What follows belongs to an exercise in optimizing a design on an open flow for small area and a short achievable clock period; a production flow would make more cautious choices. Function was checked by simulation only, so behaviour that the tests miss may differ from the original. Power is estimated from default activity; no workload was simulated.

== job 101 ==
Design ipod_player, start of the top module:
module ipod_player(
    input  logic        clk,
    input  logic        reset,
    input  logic [7:0]  kbd_ascii,
    input  logic        speed_up,
    input  logic        speed_down,
    input  logic        speed_reset,
    input  logic        direction,
    input  logic [31:0] flash_readdata,
    input  logic        flash_readdatavalid,
    output logic        flash_read,
    output logic [3:0]  flash_byteenable,
    output logic [22:0] flash_address,
    output logic [15:0] audio_data,
    output logic        sample_clk
);
==> module div_core, before the edit <==
module div_core(
    input  logic [15:0] mA,
    input  logic [15:0] mP,
    input  logic [15:0] el,
    input  logic        hi,
    input  logic        rc,
    input  logic [15:0] WA,
    input  logic [15:0] WP,
    input  logic        newclock,
    output logic [15:0] mP_inc,       
    output logic [15:0] mP_dec,       
    output logic [15:0] G_up,         
    output logic [15:0] G_dn,
    output logic [15:0] G_hd,
    output logic        sat_up,       
    output logic        sat_dn,
    output logic        sat_hd,
    output logic [15:0] W_sr,         
    output logic [15:0] el_n,
    output logic        hi_n,
    output logic [15:0] WP_n,
    output logic        newclock_n,
    output logic        rc_n
);
localparam logic [15:0] SAT = 16'hFFFF;
function automatic logic gt16(input logic [15:0] a, input logic [15:0] c);
    logic g;
    g = 1'b0;
    for (int i = 0; i < 16; i++) g = c[i] ? (a[i] & g) : (a[i] | g);
    gt16 = g;
endfunction
function automatic logic gt17(input logic [16:0] a, input logic [16:0] c);
    logic g;
    g = 1'b0;
    for (int i = 0; i < 17; i++) g = c[i] ? (a[i] & g) : (a[i] | g);
    gt17 = g;
endfunction
function automatic logic [17:0] add17(input logic [16:0] a, input logic [16:0] b,
                                      input logic ci);
    logic c;
    c = ci;
    for (int i = 0; i < 17; i++) begin
        add17[i] = a[i] ^ b[i] ^ c;
        c = (a[i] & b[i]) | (c & (a[i] ^ b[i]));
    end
    add17[17] = c;
endfunction
logic [16:0] ci, cd;
always_comb begin
    ci[0] = 1'b1;
    cd[0] = 1'b1;
    for (int i = 0; i < 16; i++) begin
        mP_inc[i] = mP[i] ^ ci[i];
        mP_dec[i] = mP[i] ^ cd[i];
        ci[i+1] = ci[i] & mP[i];
        cd[i+1] = cd[i] & ~mP[i];
    end
end
wire [15:0] e_hi = hi ? WP : 16'd0;
wire [31:0] e    = {e_hi, el};
logic [31:0] x;
logic [32:0] cx;
always_comb begin
    cx[0] = 1'b1;
    for (int i = 0; i < 32; i++) begin
        x[i] = e[i] ^ cx[i];
        cx[i+1] = cx[i] & e[i];
    end
end
wire dmax  = ~hi & ~(|el);
wire ebig  = hi;
wire xbig  = |x[31:16];    
wire [17:0] VA_r = add17({1'b0, WA}, {1'b0, mA}, 1'b0);
wire [16:0] VA   = VA_r[16:0];                           
wire [15:0] VA_s = VA[15:0];
wire        VA_c = VA[16];
wire        mA_gt25k = gt16(mA, 16'd25000);
wire        mA_gt50k = gt16(mA, 16'd50000);
wire        mP_gt50k = gt16(mP, 16'd50000);
wire        E1 = dmax ? mA_gt25k
                      : (~mA_gt50k & ~ebig & ~gt16(WA, 16'd25000) & gt17(VA, 17'd25000));
wire        E2 = dmax | (~mA_gt50k & (ebig | gt17(VA, 17'd50000)));
assign newclock_n = E1 | (~E2 & newclock);
assign rc_n       = ~E1 & E2;
assign el_n       = rc ? 16'd2 : x[15:0];
assign hi_n       = ~rc & xbig;
assign WP_n       = rc ? (mA[15] ? SAT : {mA[14:0], 1'b0}) : xbig ? x[31:16] : (VA_c ? SAT : VA_s);
wire [17:0] B_r  = add17({1'b0, WP}, {1'b0, mP}, 1'b0);
wire [16:0] B    = B_r[16:0];                            
wire [15:0] B_s  = B[15:0];
wire        B_c  = B[16];
wire [17:0] Gp_r = add17(B, {1'b0, e[15:0]}, 1'b1);      
wire [17:0] Gm_r = add17(B, {1'b1, ~e[15:0]}, 1'b0);     
wire [16:0] Gp_s = Gp_r[16:0];
wire        Gp_c = Gp_r[17];
wire [16:0] Gm_s = Gm_r[16:0];
wire [17:0] x3  = add17({4'b0, x[12:0]}, {3'b0, x[12:0], 1'b0}, 1'b0);
wire [17:0] x8  = add17({3'b0, x3[16:3]}, {4'b0, x[12:0]}, 1'b0);
wire [16:0] x11 = {x8[13:0], x3[2:0]};
wire big = mP_gt50k | ebig;
assign G_up   = Gp_s[15:0];
assign G_dn   = Gm_s[15:0];
assign G_hd   = B_s;
assign sat_up = big | Gp_c | Gp_s[16];
assign sat_dn = big | Gm_s[16];
assign sat_hd = big | B_c;
assign W_sr   = ((|x[31:12]) | x11[16] | x11[15]) ? SAT : {x11[14:0], 1'b0};
endmodule
==> flow/config.mk <==
export PLATFORM = sky130hd
export DESIGN_NAME = ipod_player
export DESIGN_NICKNAME = ipod_player
export VERILOG_FILES = /design/flow/design.v
export SDC_FILE = /design/flow/constraint.sdc
export NUM_CORES = 4
export LEC_CHECK = 0
export CAP_MARGIN = 20
export CORE_MARGIN = 2
export CORE_UTILIZATION = 40
export CTS_BUF_LIST = sky130_fd_sc_hd__clkbuf_8
export SETUP_SLACK_MARGIN = 5
export SLEW_MARGIN = 20
==> flow/constraint.sdc <==
create_clock -name core_clock -period 100.0 [get_ports {clk}]
set_input_delay 20.0000 -clock core_clock [delete_from_list [all_inputs] [get_ports {clk}]]
set_output_delay 20.0000 -clock core_clock [all_outputs]
set_load 0.01 [all_outputs]
standard.sh (not shown) runs the stock make flow with config.mk's settings and CLKGATE_MAP_FILE= SYNTH_SCRIPT=/design/flow/synth_recipe.tcl, a recipe that flattens the netlist after the stock synthesis.
==> flow/flow/run.sh <==
#!/bin/bash
# Layout flow:
#  2. the same synthesis again with the modules kept apart and each module's
#     combinational logic mapped again by ABC for area (flow/synth_remap.tcl);
#     the registers must come out exactly as in 1 (names and cell types),
#     otherwise the flow goes on with the standard synthesis;
#  3. the standard layout, with port buffers made from buf_1 and a clock
#     tree without dummy loads.
set -euo pipefail
WORK=$(pwd)
R=$WORK/orfs/results/sky130hd/ipod_player/base
LIB=$FLOW_HOME/platforms/sky130hd/lib/sky130_fd_sc_hd__tt_025C_1v80.lib
export BUFFER_PORTS_ARGS="-buffer_cell sky130_fd_sc_hd__buf_1"
CTS="-sink_clustering_enable -repair_clock_nets -buf_list sky130_fd_sc_hd__clkbuf_8 -dont_use_dummy_load"

# list of (register instance, cell type) in a netlist
regs() { grep -oE '^\s*sky130_fd_sc_hd__(df|sdf|edf)\w+\s+\S+' "$1" | awk '{print $2, $1}' | sort; }

# 1. standard synthesis
bash standard.sh synth > flow_1_synth_standard.log 2>&1
cp $R/1_2_yosys.v $WORK/netlist_standard.v
regs $WORK/netlist_standard.v > $WORK/regs_standard.txt

# 2. synthesis with re-mapping
python3 flow/genmodels.py $LIB $WORK/comb_models.v '__fa_[0-9]' > flow_2_models.log 2>&1
export REMAP_MODELS=$WORK/comb_models.v
export REMAP_ABC_SCRIPT=$WORK/flow/abc_area.script
sed "s|SYNTH_SCRIPT=[^ ]*|SYNTH_SCRIPT=$WORK/flow/synth_remap.tcl|" standard.sh > $WORK/remap_standard.sh
rm -rf $WORK/orfs
if bash remap_standard.sh synth SYNTH_HIERARCHICAL=1 > flow_3_synth_remap.log 2>&1 \
   && regs $R/1_2_yosys.v > $WORK/regs_remap.txt \
   && cmp -s $WORK/regs_standard.txt $WORK/regs_remap.txt; then
  echo "re-mapped synthesis used" > flow_choice.txt
  SH=remap_standard.sh
else
  echo "re-mapped synthesis not used; standard synthesis instead" > flow_choice.txt
  rm -rf $WORK/orfs
  bash standard.sh synth > flow_3_synth_standard_again.log 2>&1
  SH=standard.sh
fi

# 3. layout
bash $SH finish SYNTH_HIERARCHICAL=1 SETUP_SLACK_MARGIN=78.3 CTS_ARGS="$CTS" > flow_4_layout.log 2>&1
Other scripts of this flow, unchanged in this note and not shown: flow/flow/abc_area.script, flow/flow/genmodels.py, flow/flow/synth_remap.tcl
diff inputs: job 101 => job 102
==> flow/design.v, changed modules only <==
module div_core(
    input  logic [15:0] mA,
    input  logic [15:0] mP,
    input  logic [15:0] el,
    input  logic        hi,
    input  logic        rc,
    input  logic [15:0] WA,
    input  logic [15:0] WP,
    input  logic        newclock,
    output logic [15:0] mP_inc,       
    output logic [15:0] mP_dec,       
    output logic [15:0] G_up,         
    output logic [15:0] G_dn,
    output logic [15:0] G_hd,
    output logic        sat_up,       
    output logic        sat_dn,
    output logic        sat_hd,
    output logic [15:0] W_sr,         
    output logic [15:0] el_n,
    output logic        hi_n,
    output logic [15:0] WP_n,
    output logic        newclock_n,
    output logic        rc_n
);
localparam logic [15:0] SAT = 16'hFFFF;
function automatic logic gt16(input logic [15:0] a, input logic [15:0] c);
    logic g;
    g = 1'b0;
    for (int i = 0; i < 16; i++) g = c[i] ? (a[i] & g) : (a[i] | g);
    gt16 = g;
endfunction
function automatic logic gt17(input logic [16:0] a, input logic [16:0] c);
    logic g;
    g = 1'b0;
    for (int i = 0; i < 17; i++) g = c[i] ? (a[i] & g) : (a[i] | g);
    gt17 = g;
endfunction
function automatic logic [17:0] add17(input logic [16:0] a, input logic [16:0] b,
                                      input logic ci);
    logic c;
    c = ci;
    for (int i = 0; i < 17; i++) begin
        add17[i] = a[i] ^ b[i] ^ c;
        c = (a[i] & b[i]) | (c & (a[i] ^ b[i]));
    end
    add17[17] = c;
endfunction
logic [16:0] ci, cd;
always_comb begin
    ci[0] = 1'b1;
    cd[0] = 1'b1;
    for (int i = 0; i < 16; i++) begin
        mP_inc[i] = mP[i] ^ ci[i];
        mP_dec[i] = mP[i] ^ cd[i];
        ci[i+1] = ci[i] & mP[i];
        cd[i+1] = cd[i] & ~mP[i];
    end
end
logic [15:0] xl;
logic [16:0] cx;
always_comb begin
    cx[0] = 1'b1;
    for (int i = 0; i < 16; i++) begin
        xl[i] = el[i] ^ cx[i];
        cx[i+1] = cx[i] & el[i];
    end
end
wire        c16  = cx[16];                  
wire        dmax = ~hi & ~(|el);
wire        ebig = hi;
wire [15:0] e16  = el;
wire [17:0] VA_r = add17({1'b0, WA}, {1'b0, mA}, 1'b0);
wire [16:0] VA   = VA_r[16:0];                           
wire [15:0] VA_s = VA[15:0];
wire        VA_c = VA[16];
wire        mA_gt25k = gt16(mA, 16'd25000);
wire        mA_gt50k = gt16(mA, 16'd50000);
wire        mP_gt50k = gt16(mP, 16'd50000);
wire        E1 = dmax ? mA_gt25k
                      : (~mA_gt50k & ~ebig & ~gt16(WA, 16'd25000) & gt17(VA, 17'd25000));
wire        E2 = dmax | (~mA_gt50k & (ebig | gt17(VA, 17'd50000)));
assign newclock_n = E1 | (~E2 & newclock);
assign rc_n       = ~E1 & E2;
wire [15:0] x_hi = hi ? B[15:0] : {15'b0, c16};
wire        xbig = |x_hi;
assign el_n       = rc ? 16'd2 : xl;
assign hi_n       = ~rc & xbig;
assign WP_n       = rc ? (mA[15] ? SAT : {mA[14:0], 1'b0}) : xbig ? x_hi : (VA_c ? SAT : VA_s);
wire [17:0] B_r  = add17({1'b0, WP}, hi ? {16'b0, c16} : {1'b0, mP}, 1'b0);
wire [16:0] B    = B_r[16:0];
wire [15:0] B_s  = B[15:0];
wire        B_c  = B[16];
wire [17:0] Gp_r = add17(B, {1'b0, e16}, 1'b1);          
wire [17:0] Gm_r = add17(B, {1'b1, ~e16}, 1'b0);         
wire [16:0] Gp_s = Gp_r[16:0];
wire        Gp_c = Gp_r[17];
wire [16:0] Gm_s = Gm_r[16:0];
wire [12:0] x   = xl[12:0];                                
wire [17:0] x3  = add17({4'b0, x[12:0]}, {3'b0, x[12:0], 1'b0}, 1'b0);
wire [17:0] x8  = add17({3'b0, x3[16:3]}, {4'b0, x[12:0]}, 1'b0);
wire [16:0] x11 = {x8[13:0], x3[2:0]};
wire big = mP_gt50k | ebig;
assign G_up   = Gp_s[15:0];
assign G_dn   = Gm_s[15:0];
assign G_hd   = B_s;
assign sat_up = big | Gp_c | Gp_s[16];
assign sat_dn = big | Gm_s[16];
assign sat_hd = big | B_c;
assign W_sr   = (xbig | (|xl[15:12]) | x11[16] | x11[15]) ? SAT : {x11[14:0], 1'b0};
endmodule
Findings:
- Job 102 vs job 101: multi-input combinational area share down in job 102
- As of job 102, height of the die had fallen slightly compared to job 101.
- Compared with job 101, job 102 instantiates a smaller number of standard cells.
- Placed instance count (job 102 vs. job 101) decreases slightly
- Going from job 101 to job 102, area used by multi-input combinational logic shrank slightly.
- Of job 101 and job 102, the run reporting the higher via count was job 101.
- Compared with job 101, job 102 shows a overall fraction of global-route tracks in use that is 0.66 points higher.
- Job 102: final layout net count is 0.94% lower than what job 101 reported.
- | multi-input logic cell count | job 102 vs job 101 | about 0.8% lower |
- Relative to job 101, the final cell area reported for job 102 is lower.
- As far as clock network power is concerned, job 101 and job 102 perform about the same.
- Fraction of power consumed by combinational cells ended up 0.9 points higher on job 102 than on job 101.
- Job 102 ends up with a actual slew at the worst max-slew pin that is 0.16 ns lower than in job 101.

[static timing again, ports no longer ideal]
No port has a modelled driver above. Below, the same layouts with a new extraction and two added sets of constraints.
Step 1 assumes that a clkbuf_16 drives the clock port and a buf_2 every other input.
Step 2 times the ports against the registers' clock, not the clock port: input delays grow and output delays shrink by t, the midpoint of the rising clock arrivals with the driver on.
a / b / c = ideal / step 1 / step 2; a / b = the first two.
run | t (ns) | slack for setup (ns) | hold WS [ns] | worst slew at a driven data input, ns | cell pins on the clock port's net
job 101 | 0.489 | 78.400 / 78.417 / 77.928 | 0.395 / 0.395 / 0.395 | 0.05 | 1
job 102 | 0.491 | 78.394 / 78.413 / 77.921 | 0.397 / 0.397 / 0.397 | 0.05 | 1
After both steps every run listed still meets setup and hold. The setup slack of job 102, which loses most, moves by +0.019 ns with the drivers and by -0.473 ns with both steps.
